Source: an optimization exercise on an open RTL-to-GDS flow (aim: small area, a short achievable clock period and few clock cycles per item). Production flows keep margins and buffers that such runs may drop. Where RTL was checked, it was by simulation tests only, not by an equivalence proof against the original.

==> flow/design.v <==
module cordi_arch
(
	input [15:0] theta,
	input bgn,
	input clk,
	input rst_b,
	output [15:0] cos,
	output fin
);
reg [15:0] x, y, z;
reg [3:0] i;
reg busy, first, last, fin_r;
reg n1, n2;
reg xsub;
reg [3:0] hsx, lsx, hsy, lsy;
wire [3:0] in = busy ? ((i == 4'd0) ? 4'd3 : i + 4'd1) : 4'd0;
wire [3:0] hn = 4'b0001 << in[3:2];
wire [3:0] ln = 4'b0001 << in[1:0];
wire neg = z[15];
wire [15:0] atan = (i == 4'd0) ? ((neg ^ n1) ? ((neg ^ n2) ? 16'h04ea : 16'h2446) :
                                               ((neg ^ n2) ? 16'h4042 : 16'h5f9e)) :
                   (i == 4'd1) ? 16'h1dac :
                   (i == 4'd2) ? 16'h0fae :
                   (i == 4'd3) ? 16'h07f5 :
                   (i == 4'd4) ? 16'h03ff : (16'h4000 >> i);
function [15:0] ash;
	input [15:0] v;
	input [3:0] h, l;
	reg [15:0] m;
	integer j;
	begin
		for (j = 0; j < 16; j = j + 1)
			m[j] = (h[0] & v[j]) | (h[1] & v[j+4 > 15 ? 15 : j+4]) |
			       (h[2] & v[j+8 > 15 ? 15 : j+8]) | (h[3] & v[j+12 > 15 ? 15 : j+12]);
		for (j = 0; j < 16; j = j + 1)
			ash[j] = (l[0] & m[j]) | (l[1] & m[j+1 > 15 ? 15 : j+1]) |
			         (l[2] & m[j+2 > 15 ? 15 : j+2]) | (l[3] & m[j+3 > 15 ? 15 : j+3]);
	end
endfunction
wire [15:0] ysc = ash(y ^ {16{xsub}}, hsx, lsx);
wire [15:0] xsc = ash(x ^ {16{neg}}, ~hsy, ~lsy);
wire [15:0] x_add = x + ysc + {15'd0, xsub};
wire [15:0] y_add = y + xsc + {15'd0, neg};
wire [15:0] z_add = z + (atan ^ {16{~neg}}) + {15'd0, ~neg};
wire [15:0] z_nxt = busy ? z_add : theta;
wire busy_nxt = busy ? ~last : bgn;
reg [15:0] x3, y3;
always @(*)
	case ({neg, n1, n2})
	3'b000: begin x3 = 16'd1245;  y3 = 16'd16166;   end
	3'b001: begin x3 = 16'd8705;  y3 = 16'd13680;   end
	3'b010: begin x3 = 16'd13680; y3 = 16'd8705;    end
	3'b011: begin x3 = 16'd16166; y3 = 16'd1245;    end
	3'b100: begin x3 = 16'd16168; y3 = -16'sd1244;  end
	3'b101: begin x3 = 16'd13680; y3 = -16'sd8706;  end
	3'b110: begin x3 = 16'd8705;  y3 = -16'sd13680; end
	default: begin x3 = 16'd1243; y3 = -16'sd16166; end
	endcase
wire n1_nxt = theta[14:0] < (theta[15] ? 15'h4dbc : 15'h3244);
wire n2_a = theta[14:0] < (theta[15] ? 15'h3010 : 15'h1498);
wire n2_b = theta[14:0] < (theta[15] ? 15'h6b68 : 15'h4ff0);
wire n2_nxt = n1_nxt ? n2_a : n2_b;
always @(posedge clk) begin
	x <= first ? x3 : x_add;
	y <= first ? y3 : ((busy & ~last) ? y_add : 16'h0000);
	z <= z_nxt;
	xsub <= ~z_nxt[15] & busy_nxt;
	n1 <= n1_nxt;
	n2 <= n2_nxt;
	i <= in;
	hsx <= hn; lsx <= ln;
	hsy <= ~hn; lsy <= ~ln;
	first <= bgn & ~busy;
	last <= busy & (i == 4'd14);
end
always @(posedge clk or negedge rst_b) begin
	if (!rst_b) begin
		busy <= 1'b0;
		fin_r <= 1'b0;
	end else begin
		busy <= busy_nxt;
		fin_r <= busy & last;
	end
end
assign cos = x;
assign fin = fin_r;
endmodule
Settings: LEC_CHECK=0, ABC_AREA=1, CAP_MARGIN=20, CORE_MARGIN=2, CORE_UTILIZATION=40, GPL_TIMING_DRIVEN=0, SLEW_MARGIN=20; clock period 10.0 ns.
standard.sh (not shown) runs the stock make flow with config.mk's settings and CLKGATE_MAP_FILE= SYNTH_SCRIPT=/design/flow/synth_recipe.tcl, a recipe that flattens the netlist after the stock synthesis.
==> flow/flow/run.sh <==
#!/bin/bash
# Standard ORFS layout; repair_timing aims for a larger setup margin.
set -euo pipefail
bash standard.sh SETUP_SLACK_MARGIN=6.9 finish > standard_flow.log 2>&1
The first run produced a clean layout.
==> next run, changes <==
==> flow/design.v (replaced) <==
module cordi_arch
(
	input [15:0] theta,
	input bgn,
	input clk,
	input rst_b,
	output [15:0] cos,
	output fin
);
reg [15:0] x, y, z;
reg [3:0] i;
reg busy, first, last, fin_r;
reg n1;
reg xsub;
reg [3:0] hsx, lsx, hsy, lsy;
wire [3:0] in = busy ? i + {3'd0, i == 4'd0} + 4'd1 : 4'd0;
wire [3:0] hn = 4'b0001 << in[3:2];
wire [3:0] ln = 4'b0001 << in[1:0];
wire neg = z[15];
wire [15:0] atan = (i == 4'd0) ? ((neg ^ n1) ? 16'h1498 : 16'h4ff0) :
                   (i == 4'd1) ? 16'h1dac :
                   (i == 4'd2) ? 16'h0fae :
                   (i == 4'd3) ? 16'h07f5 :
                   (i == 4'd4) ? 16'h03ff : (16'h4000 >> i);
function [15:0] ash;
	input [15:0] v;
	input [3:0] h, l;
	reg [15:0] m;
	integer j;
	begin
		for (j = 0; j < 16; j = j + 1)
			m[j] = (h[0] & v[j]) | (h[1] & v[j+4 > 15 ? 15 : j+4]) |
			       (h[2] & v[j+8 > 15 ? 15 : j+8]) | (h[3] & v[j+12 > 15 ? 15 : j+12]);
		for (j = 0; j < 16; j = j + 1)
			ash[j] = (l[0] & m[j]) | (l[1] & m[j+1 > 15 ? 15 : j+1]) |
			         (l[2] & m[j+2 > 15 ? 15 : j+2]) | (l[3] & m[j+3 > 15 ? 15 : j+3]);
	end
endfunction
wire [15:0] ysc = ash(y ^ {16{xsub}}, hsx, lsx);
wire [15:0] xsc = ash(x ^ {16{neg}}, ~hsy, ~lsy);
wire [15:0] x_add = x + ysc + {15'd0, xsub};
wire [15:0] y_add = y + xsc + {15'd0, neg};
wire [15:0] z_add = z + (atan ^ {16{~neg}}) + {15'd0, ~neg};
wire [15:0] z_nxt = busy ? z_add : theta;
wire busy_nxt = busy ? ~last : bgn;
wire [15:0] x2 = neg ? (n1 ? 16'd4974 : 16'd14924) : (n1 ? 16'd14923 : 16'd4975);
wire [15:0] y2 = neg ? (n1 ? -16'sd14923 : -16'sd4975) : (n1 ? 16'd4975 : 16'd14923);
wire n1_nxt = theta[14:0] < (theta[15] ? 15'h4dbc : 15'h3244);
always @(posedge clk) begin
	x <= first ? x2 : x_add;
	y <= first ? y2 : ((busy & ~last) ? y_add : 16'h0000);
	z <= z_nxt;
	xsub <= ~z_nxt[15] & busy_nxt;
	n1 <= n1_nxt;
	i <= in;
	hsx <= hn; lsx <= ln;
	hsy <= ~hn; lsy <= ~ln;
	first <= bgn & ~busy;
	last <= busy & (i == 4'd14);
end
always @(posedge clk or negedge rst_b) begin
	if (!rst_b) begin
		busy <= 1'b0;
		fin_r <= 1'b0;
	end else begin
		busy <= busy_nxt;
		fin_r <= busy & last;
	end
end
assign cos = x;
assign fin = fin_r;
endmodule
- die area is lower by 5.9%
- clock skew is about the same
- final area is lower by 16%
- via count is lower by about 12%
- setup slack loses 0.017 ns
- fmax is lower by 0.54%
- count of clock-buffer cells in the layout is higher by 2
- wire length is lower by about 17%
- sequential share of layout area is higher by 2.8 points
- synthesized cell count is lower by 6.0%
No functional check of the RTL was part of any run of this note.


Another version of the RTL of cordi_arch (not shown whole).
For scale: ~890 cells after synthesis, ~86 flip-flops.
## cordi_arch
module cordi_arch
(
	input [15:0] theta,
	input bgn,
	input clk,
	input rst_b,
	output [15:0] cos,
	output fin
);
==> module cordi_arch, before the edit <==
module cordi_arch
(
	input [15:0] theta,
	input bgn,
	input clk,
	input rst_b,
	output [15:0] cos,
	output fin
);
reg [15:0] x, y, z;
reg [3:0] i;
reg busy, first, last, fin_r;
reg [15:0] atan;
always @(*) begin
	case (i)
	4'd0: atan = 16'h3244;
	4'd1: atan = 16'h1dac;
	4'd2: atan = 16'h0fae;
	4'd3: atan = 16'h07f5;
	4'd4: atan = 16'h03ff;
	4'd5: atan = 16'h0200;
	4'd6: atan = 16'h0100;
	4'd7: atan = 16'h0080;
	4'd8: atan = 16'h0040;
	4'd9: atan = 16'h0020;
	4'd10: atan = 16'h0010;
	4'd11: atan = 16'h0008;
	4'd12: atan = 16'h0004;
	4'd13: atan = 16'h0002;
	4'd14: atan = 16'h0001;
	default: atan = 16'h0000;
	endcase
end
wire neg = z[15];
reg [3:0] hsx, lsx, hsy, lsy;
function [15:0] ash;
	input [15:0] v;
	input [3:0] h, l;
	reg [15:0] m;
	integer j;
	begin
		for (j = 0; j < 16; j = j + 1)
			m[j] = (h[0] & v[j]) | (h[1] & v[j+4 > 15 ? 15 : j+4]) |
			       (h[2] & v[j+8 > 15 ? 15 : j+8]) | (h[3] & v[j+12 > 15 ? 15 : j+12]);
		for (j = 0; j < 16; j = j + 1)
			ash[j] = (l[0] & m[j]) | (l[1] & m[j+1 > 15 ? 15 : j+1]) |
			         (l[2] & m[j+2 > 15 ? 15 : j+2]) | (l[3] & m[j+3 > 15 ? 15 : j+3]);
	end
endfunction
wire [3:0] in = busy ? i + 4'd1 : 4'd0;
wire [3:0] hn = 4'b0001 << in[3:2];
wire [3:0] ln = 4'b0001 << in[1:0];
always @(posedge clk) begin
	hsx <= hn; lsx <= ln;
	hsy <= ~hn; lsy <= ~ln;
end
wire [15:0] xs = ash(x, hsx, lsx);
wire [15:0] ys = ash(y, ~hsy, ~lsy);
wire [15:0] x_add = x + (ys ^ {16{~neg}}) + {15'd0, ~neg};
wire [15:0] y_add = y + (xs ^ {16{neg}}) + {15'd0, neg};
wire [15:0] z_add = z + (atan ^ {16{~neg}}) + {15'd0, ~neg};
always @(posedge clk) begin
	x <= first ? 16'h26dd : x_add;
	y <= first ? (neg ? 16'hd923 : 16'h26dd) : ((busy & ~last) ? y_add : 16'h0000);
	z <= busy ? z_add : theta;
	i <= in;
	first <= bgn & ~busy;
	last <= busy & (i == 4'd14);
end
always @(posedge clk or negedge rst_b) begin
	if (!rst_b) begin
		busy <= 1'b0;
		fin_r <= 1'b0;
	end else begin
		busy <= busy ? ~last : bgn;
		fin_r <= busy & last;
	end
end
assign cos = x;
assign fin = fin_r;
endmodule
export LEC_CHECK = 0
export ABC_AREA = 1
export CAP_MARGIN = 20
export CORE_MARGIN = 2
export CORE_UTILIZATION = 40
export GPL_TIMING_DRIVEN = 0
export SLEW_MARGIN = 20
create_clock -name core_clock -period 10.0 [get_ports {clk}]
run.sh (not shown) runs the stock make flow with config.mk's settings and CLKGATE_MAP_FILE= SYNTH_SCRIPT=/design/flow/synth_recipe.tcl, a recipe that flattens the netlist after the stock synthesis.
Stock flow here: none of the scripts above is used.
The starting point finished with timing, DRC and antenna clean.
Testbench counts at the start, summed over its fixed seeds: cycles 36,864, items 2,048.
Edit:
==> flow/design.v (replaced) <==
module cordi_arch
(
	input [15:0] theta,
	input bgn,
	input clk,
	input rst_b,
	output [15:0] cos,
	output fin
);
reg [15:0] x, y, z;
reg [3:0] i;
reg busy, first, last, fin_r;
reg xsub;
reg [3:0] hsx, lsx, hsy, lsy;
wire [3:0] in = busy ? i + 4'd1 : 4'd0;
wire [3:0] hn = 4'b0001 << in[3:2];
wire [3:0] ln = 4'b0001 << in[1:0];
wire [15:0] atan = (i == 4'd0) ? 16'h3244 :
                   (i == 4'd1) ? 16'h1dac :
                   (i == 4'd2) ? 16'h0fae :
                   (i == 4'd3) ? 16'h07f5 :
                   (i == 4'd4) ? 16'h03ff : (16'h4000 >> i);
function [15:0] ash;
	input [15:0] v;
	input [3:0] h, l;
	reg [15:0] m;
	integer j;
	begin
		for (j = 0; j < 16; j = j + 1)
			m[j] = (h[0] & v[j]) | (h[1] & v[j+4 > 15 ? 15 : j+4]) |
			       (h[2] & v[j+8 > 15 ? 15 : j+8]) | (h[3] & v[j+12 > 15 ? 15 : j+12]);
		for (j = 0; j < 16; j = j + 1)
			ash[j] = (l[0] & m[j]) | (l[1] & m[j+1 > 15 ? 15 : j+1]) |
			         (l[2] & m[j+2 > 15 ? 15 : j+2]) | (l[3] & m[j+3 > 15 ? 15 : j+3]);
	end
endfunction
wire neg = z[15];
wire [15:0] ysc = ash(y ^ {16{xsub}}, hsx, lsx);
wire [15:0] xsc = ash(x ^ {16{neg}}, ~hsy, ~lsy);
wire [15:0] x_add = x + ysc + {15'd0, xsub};
wire [15:0] y_add = y + xsc + {15'd0, neg};
wire [15:0] z_add = z + (atan ^ {16{~neg}}) + {15'd0, ~neg};
wire [15:0] z_nxt = busy ? z_add : theta;
always @(posedge clk) begin
	x <= first ? 16'h26dd : x_add;
	y <= first ? (neg ? 16'hd923 : 16'h26dd) : ((busy & ~last) ? y_add : 16'h0000);
	z <= z_nxt;
	xsub <= ~z_nxt[15];
	i <= in;
	hsx <= hn; lsx <= ln;
	hsy <= ~hn; lsy <= ~ln;
	first <= bgn & ~busy;
	last <= busy & (i == 4'd14);
end
always @(posedge clk or negedge rst_b) begin
	if (!rst_b) begin
		busy <= 1'b0;
		fin_r <= 1'b0;
	end else begin
		busy <= busy ? ~last : bgn;
		fin_r <= busy & last;
	end
end
assign cos = x;
assign fin = fin_r;
endmodule
After rerunning: The changed run produced a clean layout; via count increases by 11%; utilization increases by 0.81 points; area after synthesis increases by about 1.5%; wire length increases by about 11%; global-route usage increases by 1.8 points; design area increases by about 2.5%; hold slack gains 0.019 ns; die area increases by about 1.5%; setup slack gains 0.31 ns; sequential cell count decreases by 13.
Function not checked in the second run of this note: the RTL went through the layout flow alone.

[static timing again, ports no longer ideal]
No port has a modelled driver above. Below, the same layouts with a new extraction and two added sets of constraints. Step 1: set_driving_cell puts a clkbuf_16 on clk and a buf_2 on each other input, an assumption about the parent block. Step 2 times the ports against the registers' clock, not the clock port: input delays grow and output delays shrink by t, the midpoint of the rising clock arrivals with the driver on. Slacks: ideal / step 1 / step 2; pairs: ideal / step 1.
| run | t, ns | setup slack, ns | worst hold slack (ns) | worst data-port slew with drivers (ns) | pins driven straight from the clock port |
|---|---|---|---|---|---|
| the first run of note 1 | 0.396 | 6.915 / 6.870 / 6.614 | 0.428 / 0.428 / 0.428 | 0.06 | 1 |
| the second run of note 1 | 0.387 | 6.898 / 6.888 / 6.533 | 0.466 / 0.466 / 0.466 | 0.04 | 1 |
| the first run of note 2 | 0.391 | 6.241 / 6.241 / 6.241 | 0.439 / 0.439 / 0.439 | 0.03 | 1 |
| the second run of note 2 | 0.384 | 6.546 / 6.541 / 6.546 | 0.458 / 0.458 / 0.458 | 0.03 | 1 |
After both steps every run listed still meets setup and hold. For the second run of note 1, which loses most, drivers alone change the setup slack by -0.010 ns; drivers and shift together by -0.365 ns.
